What follows belongs to an exercise in optimizing a design on an open flow for small area and a short achievable clock period; a production flow would make more cautious choices.
The flow treats the clock pin as an ideal source. Dropping or thinning the clock tree relies on that and would not hold on a real chip.

==> flow/design.v (excerpt) <==
module TEN_GIG_MAC_RX_PATH #(
    parameter       P_SRC_MAC  = 48'h01_02_03_04_05_06
)(
    input           i_clk               ,
    input           i_rst               ,
    input  [63:0]   i_xgmii_rxd         ,
    input  [7 :0]   i_xgmii_rxc         ,
    input  [47:0]   i_dynamic_src_mac   ,
    input           i_dynamic_src_valid ,
    output [63:0]   m_axis_rdata        ,
    output [79:0]   m_axis_ruser        ,
    output [7 :0]   m_axis_rkeep        ,
    output          m_axis_rlast        ,
    output          m_axis_rvalid       ,
    output          o_crc_error         ,
    output          o_crc_valid
);
==> module TEN_GIG_MAC_RX_PATH, before the edit <==
module TEN_GIG_MAC_RX_PATH #(
    parameter       P_SRC_MAC  = 48'h01_02_03_04_05_06
)(
    input           i_clk               ,
    input           i_rst               ,
    input  [63:0]   i_xgmii_rxd         ,
    input  [7 :0]   i_xgmii_rxc         ,
    input  [47:0]   i_dynamic_src_mac   ,
    input           i_dynamic_src_valid ,
    output [63:0]   m_axis_rdata        ,
    output [79:0]   m_axis_ruser        ,
    output [7 :0]   m_axis_rkeep        ,
    output          m_axis_rlast        ,
    output          m_axis_rvalid       ,
    output          o_crc_error         ,
    output          o_crc_valid
);
reg  [63:0] d1;              
reg  [7 :0] c1;
reg  [31:0] r2;              
always @(posedge i_clk) begin
    d1 <= i_xgmii_rxd;
    c1 <= i_xgmii_rxc;
    r2 <= d1[63:32];
end
wire        fb0 = c1[0] && d1[7 :0 ] == 8'hFB;      
wire        fb4 = c1[4] && d1[39:32] == 8'hFB;      
wire [7:0]  fd;                                     
genvar gi;
generate for (gi = 0; gi < 8; gi = gi + 1) begin : g_fd
    assign fd[gi] = c1[gi] && d1[8*gi+7 -: 8] == 8'hFD;
end endgenerate
reg         loc3;            
reg         sof4d;
reg  [3:0]  fdr;             
always @(posedge i_clk or posedge i_rst) begin
    if (i_rst) begin
        loc3  <= 1'b0;
        sof4d <= 1'b0;
        fdr   <= 4'd0;
    end else begin
        if (fb0)
            loc3 <= 1'b0;
        else if (fb4)
            loc3 <= 1'b1;
        sof4d <= fb4 && !fb0;
        fdr   <= fd[7:4];
    end
end
wire [63:0] acur  = loc3 ? {d1[31:0], r2} : d1;
wire [7 :0] fda   = loc3 ? {fd[3:0], fdr} : fd;
wire        sofa  = fb0 || sof4d;
wire        eofa  = |fda;
wire [2 :0] phia  = {fda[4] | fda[5] | fda[6] | fda[7],
                     fda[2] | fda[3] | fda[6] | fda[7],
                     fda[1] | fda[3] | fda[5] | fda[7]};
reg  [63:0] a2, a3, a4, a5, a6;
reg  [15:0] a7;              
always @(posedge i_clk) begin
    a2 <= acur;
    a3 <= a2;
    a4 <= a3;
    a5 <= a4;
    a6 <= a5;
    a7 <= a6[63:48];
end
assign m_axis_rdata = {a7[7:0], a7[15:8], a6[7:0], a6[15:8], a6[23:16],
                       a6[31:24], a6[39:32], a6[47:40]};
reg         s2, s3, s4;      
reg         e2, e3, e4, e5, e6;  
reg  [2:0]  phi;
reg         busy, cnt1, cnt2, mok, p6, p7, p8, p9;
reg         rv_int, rlast_int, rlast_out, rvalid_out, rl2;
reg  [7:0]  rkeep_out;
reg         k1, k2, chk, crc_out, crc_valid;
reg  [15:0] ulen;
reg  [47:0] local_mac;
wire        r_eof  = (e4 && phi != 3'd7) || (e5 && phi == 3'd7);
wire        kc     = (e3 && phi <= 3'd2) || (e4 && phi >= 3'd3);
wire        clr    = (e3 && phi <= 3'd4) || (e4 && phi >= 3'd5);
wire [47:0] da4    = {a4[7:0], a4[15:8], a4[23:16], a4[31:24], a4[39:32], a4[47:40]};
wire [47:0] da5    = {a5[7:0], a5[15:8], a5[23:16], a5[31:24], a5[39:32], a5[47:40]};
wire [47:0] dst    = loc3 ? da4 : da5;
wire        mac_ok = (&dst) || (dst == local_mac);
wire        mac_at = loc3 ? cnt2 : p6;
reg  [7:0]  kv;
always @(*) begin
    case (phi)
        3'd0: kv = 8'b1111_1100;
        3'd1: kv = 8'b1111_1110;
        3'd2: kv = 8'b1111_1111;
        3'd3: kv = 8'b1000_0000;
        3'd4: kv = 8'b1100_0000;
        3'd5: kv = 8'b1110_0000;
        3'd6: kv = 8'b1111_0000;
        default: kv = 8'b1111_1000;
    endcase
end
always @(posedge i_clk or posedge i_rst) begin
    if (i_rst) begin
        s2 <= 1'b0; s3 <= 1'b0; s4 <= 1'b0;
        e2 <= 1'b0; e3 <= 1'b0; e4 <= 1'b0; e5 <= 1'b0; e6 <= 1'b0;
        phi <= 3'd0;
        busy <= 1'b0; cnt1 <= 1'b0; cnt2 <= 1'b0; mok <= 1'b0;
        p6 <= 1'b0; p7 <= 1'b0; p8 <= 1'b0; p9 <= 1'b0;
        rv_int <= 1'b0; rlast_int <= 1'b0; rlast_out <= 1'b0;
        rvalid_out <= 1'b0; rl2 <= 1'b0;
        k1 <= 1'b0; k2 <= 1'b0; chk <= 1'b0;
        crc_out <= 1'b0; crc_valid <= 1'b0;
        ulen <= 16'd0;
        local_mac <= P_SRC_MAC;
    end else begin
        s2 <= sofa; s3 <= s2; s4 <= s3;
        e2 <= eofa; e3 <= e2; e4 <= e3; e5 <= e4; e6 <= e5;
        if (eofa)
            phi <= phia;
        busy <= !r_eof && (s3 || busy);
        cnt1 <= !r_eof && s3 && !busy;
        cnt2 <= !r_eof && cnt1;
        if (mac_at)
            mok <= mac_ok;
        p6 <= cnt2; p7 <= p6; p8 <= p7; p9 <= p8;
        if (rlast_int)
            rv_int <= 1'b0;
        else if (p7 && mok)
            rv_int <= 1'b1;
        rlast_int  <= rv_int && kc;
        rlast_out  <= rlast_int;
        rvalid_out <= rv_int;
        rl2        <= rlast_out;
        k1 <= clr; k2 <= k1; chk <= k2;
        if (chk)
            crc_out <= 1'b0;
        else if (rv_int)
            crc_out <= 1'b1;
        crc_valid <= chk && crc_out;
        if (rl2)
            ulen <= 16'd1;
        else if (p9 || ulen != 16'd1)
            ulen <= ulen + 16'd1;
        if (i_dynamic_src_valid)
            local_mac <= i_dynamic_src_mac;
    end
end
wire [63:0] nxt_rdata = {a6[55:48], a6[63:56], a5[7:0], a5[15:8], a5[23:16],
                         a5[31:24], a5[39:32], a5[47:40]};
reg  [63:0] st;
always @(posedge i_clk) begin
    rkeep_out <= rlast_int ? kv : 8'hFF;
    if (p7)
        st <= nxt_rdata;
end
reg  [31:0] crc;
reg         crc_err;
wire [31:0] crc_nxt;
reg  [31:0] kres;
always @(*) begin
    case (phi)
        3'd0: kres = 32'hc37bc775;
        3'd1: kres = 32'h7749d4fa;
        3'd2: kres = 32'h4ee46c06;
        3'd3: kres = 32'he0ef52e5;
        3'd4: kres = 32'h3abbfb0d;
        3'd5: kres = 32'h0eaac366;
        3'd6: kres = 32'h714b540f;
        default: kres = 32'hfad18643;
    endcase
end
CRC32_64bKEEP u_crc (.c(crc), .d(a4), .n(crc_nxt));
wire [31:0] crc_x = crc ^ kres;
reg  [3:0]  crc_m;
always @(posedge i_clk) begin
    crc <= s4 ? 32'hFFFF_FFFF : crc_nxt;
    crc_m <= {~|crc_x[31:24], ~|crc_x[23:16], ~|crc_x[15:8], ~|crc_x[7:0]};
    if (e6)
        crc_err <= !(&crc_m);
end
assign m_axis_rvalid = rvalid_out;
assign m_axis_rlast  = rlast_out;
assign m_axis_rkeep  = rkeep_out;
assign m_axis_ruser  = {ulen, st};
assign o_crc_valid   = crc_valid;
assign o_crc_error   = crc_err;
endmodule
==> flow/config.mk <==
export PLATFORM = sky130hd
export DESIGN_NAME = TEN_GIG_MAC_RX_PATH
export DESIGN_NICKNAME = TEN_GIG_MAC_RX_PATH
export VERILOG_FILES = /design/flow/design.v
export SDC_FILE = /design/flow/constraint.sdc
export NUM_CORES = 4
export LEC_CHECK = 0
export CAP_MARGIN = 20
export CORE_MARGIN = 2
export CORE_UTILIZATION = 60
export SLEW_MARGIN = 20
export SYNTH_HIERARCHICAL = 1
export SYNTH_MINIMUM_KEEP_SIZE = 0
==> flow/constraint.sdc <==
create_clock -name core_clock -period 9.0 [get_ports {i_clk}]
set_input_delay 1.8000 -clock core_clock [delete_from_list [all_inputs] [get_ports {i_clk}]]
set_output_delay 1.8000 -clock core_clock [all_outputs]
set_load 0.01 [all_outputs]
standard.sh (not shown) runs the stock make flow with config.mk's settings and CLKGATE_MAP_FILE= SYNTH_SCRIPT=/design/flow/synth_recipe.tcl, a recipe that flattens the netlist after the stock synthesis.
==> flow/flow/run.sh <==
#!/bin/bash
set -euo pipefail
W=$(pwd)
MARGIN=6.35
CLUSTER=30
DIAM=80
export DONT_BUFFER_PORTS=1
export PRE_GLOBAL_PLACE_TCL=$W/flow/ports.tcl
export CTS_ARGS="-sink_clustering_enable -repair_clock_nets -dont_use_dummy_load -buf_list {sky130_fd_sc_hd__clkbuf_8 sky130_fd_sc_hd__clkbuf_16} -root_buf sky130_fd_sc_hd__clkbuf_16 -sink_clustering_size $CLUSTER -sink_clustering_max_diameter $DIAM"
NLEAF=26
if [[ $NLEAF != 0 ]]; then export PRE_CTS_TCL=$W/flow/cts.tcl; fi
if [[ $MARGIN != 0 ]]; then export SETUP_SLACK_MARGIN=$MARGIN; fi
bash standard.sh > $W/standard_flow.log 2>&1
Other scripts of this flow, unchanged in this note and not shown: flow/flow/cts.tcl, flow/flow/ports.tcl
Next try:
--- a/flow/design.v
+++ b/flow/design.v
@@ -452,11 +452,11 @@
     a7 <= a6[63:48];
 end
 assign m_axis_rdata = {a7[7:0], a7[15:8], a6[7:0], a6[15:8], a6[23:16],
                        a6[31:24], a6[39:32], a6[47:40]};
 reg         s2, s3, s4;      
-reg         e2, e3, e4, e5, e6;  
+reg         e2, e3, e4, e5;  
 reg  [2:0]  phi;
 reg         busy, cnt1, cnt2, mok, p6, p7, p8, p9;
 reg         rv_int, rlast_int, rlast_out, rvalid_out, rl2;
 reg  [7:0]  rkeep_out;
 reg         k1, k2, chk, crc_out, crc_valid;
@@ -484,11 +484,11 @@
     endcase
 end
 always @(posedge i_clk or posedge i_rst) begin
     if (i_rst) begin
         s2 <= 1'b0; s3 <= 1'b0; s4 <= 1'b0;
-        e2 <= 1'b0; e3 <= 1'b0; e4 <= 1'b0; e5 <= 1'b0; e6 <= 1'b0;
+        e2 <= 1'b0; e3 <= 1'b0; e4 <= 1'b0; e5 <= 1'b0;
         phi <= 3'd0;
         busy <= 1'b0; cnt1 <= 1'b0; cnt2 <= 1'b0; mok <= 1'b0;
         p6 <= 1'b0; p7 <= 1'b0; p8 <= 1'b0; p9 <= 1'b0;
         rv_int <= 1'b0; rlast_int <= 1'b0; rlast_out <= 1'b0;
         rvalid_out <= 1'b0; rl2 <= 1'b0;
@@ -496,11 +496,11 @@
         crc_out <= 1'b0; crc_valid <= 1'b0;
         ulen <= 16'd0;
         local_mac <= P_SRC_MAC;
     end else begin
         s2 <= sofa; s3 <= s2; s4 <= s3;
-        e2 <= eofa; e3 <= e2; e4 <= e3; e5 <= e4; e6 <= e5;
+        e2 <= eofa; e3 <= e2; e4 <= e3; e5 <= e4;
         if (eofa)
             phi <= phia;
         busy <= !r_eof && (s3 || busy);
         cnt1 <= !r_eof && s3 && !busy;
         cnt2 <= !r_eof && cnt1;
@@ -551,21 +551,18 @@
         3'd5: kres = 32'h0eaac366;
         3'd6: kres = 32'h714b540f;
         default: kres = 32'hfad18643;
     endcase
 end
-CRC32_64bKEEP u_crc (.c(crc), .d(a4), .n(crc_nxt));
-wire [31:0] crc_x = crc ^ kres;
-reg  [3:0]  crc_m;
+CRC32_64bKEEP u_crc (.c(crc), .d(a3), .n(crc_nxt));
 always @(posedge i_clk) begin
-    crc <= s4 ? 32'hFFFF_FFFF : crc_nxt;
-    crc_m <= {~|crc_x[31:24], ~|crc_x[23:16], ~|crc_x[15:8], ~|crc_x[7:0]};
-    if (e6)
-        crc_err <= !(&crc_m);
+    crc <= s3 ? 32'hFFFF_FFFF : crc_nxt;
+    if (e4)
+        crc_err <= crc != kres;
 end
 assign m_axis_rvalid = rvalid_out;
 assign m_axis_rlast  = rlast_out;
-assign m_axis_rkeep  = rkeep_out;
+assign m_axis_rkeep  = {1'b1, rkeep_out[6:0]};    
 assign m_axis_ruser  = {ulen, st};
 assign o_crc_valid   = crc_valid;
 assign o_crc_error   = crc_err;
 endmodule
Routed wire length came out higher by 0.56%. Core utilization came out higher by 0.45 points. Die area hardly moves. Hold slack improved by 12 ps.
No functional check of the RTL was part of any run of this note. No run of this note takes its clock network from TritonCTS; it comes from the design's own scripts or RTL.

==> port drivers added, routing unchanged <==
The flow's constraints put no driver on any port. The routed layouts listed below were extracted and timed again, unchanged, in two steps. Step 1 assumes that a clkbuf_16 drives the clock port and a buf_2 every other input. Step 2 times the ports against the registers' clock, not the clock port: input delays grow and output delays shrink by t, the midpoint of the rising clock arrivals with the driver on. a / b / c = no drivers / after step 1 / after step 2; a / b = the first two.
run	shift t [ns]	setup slack, ns	worst register clock-pin slew, ns	pins driven straight from the clock port
the first run	0.462	6.157 / 6.127 / 6.040	0.10 / 0.10	4
the second run	0.474	6.244 / 6.132 / 6.038	0.11 / 0.11	4
After both steps every run listed still meets setup and hold. For the second run, which loses most, drivers alone change the setup slack by -0.112 ns; drivers and shift together by -0.206 ns.
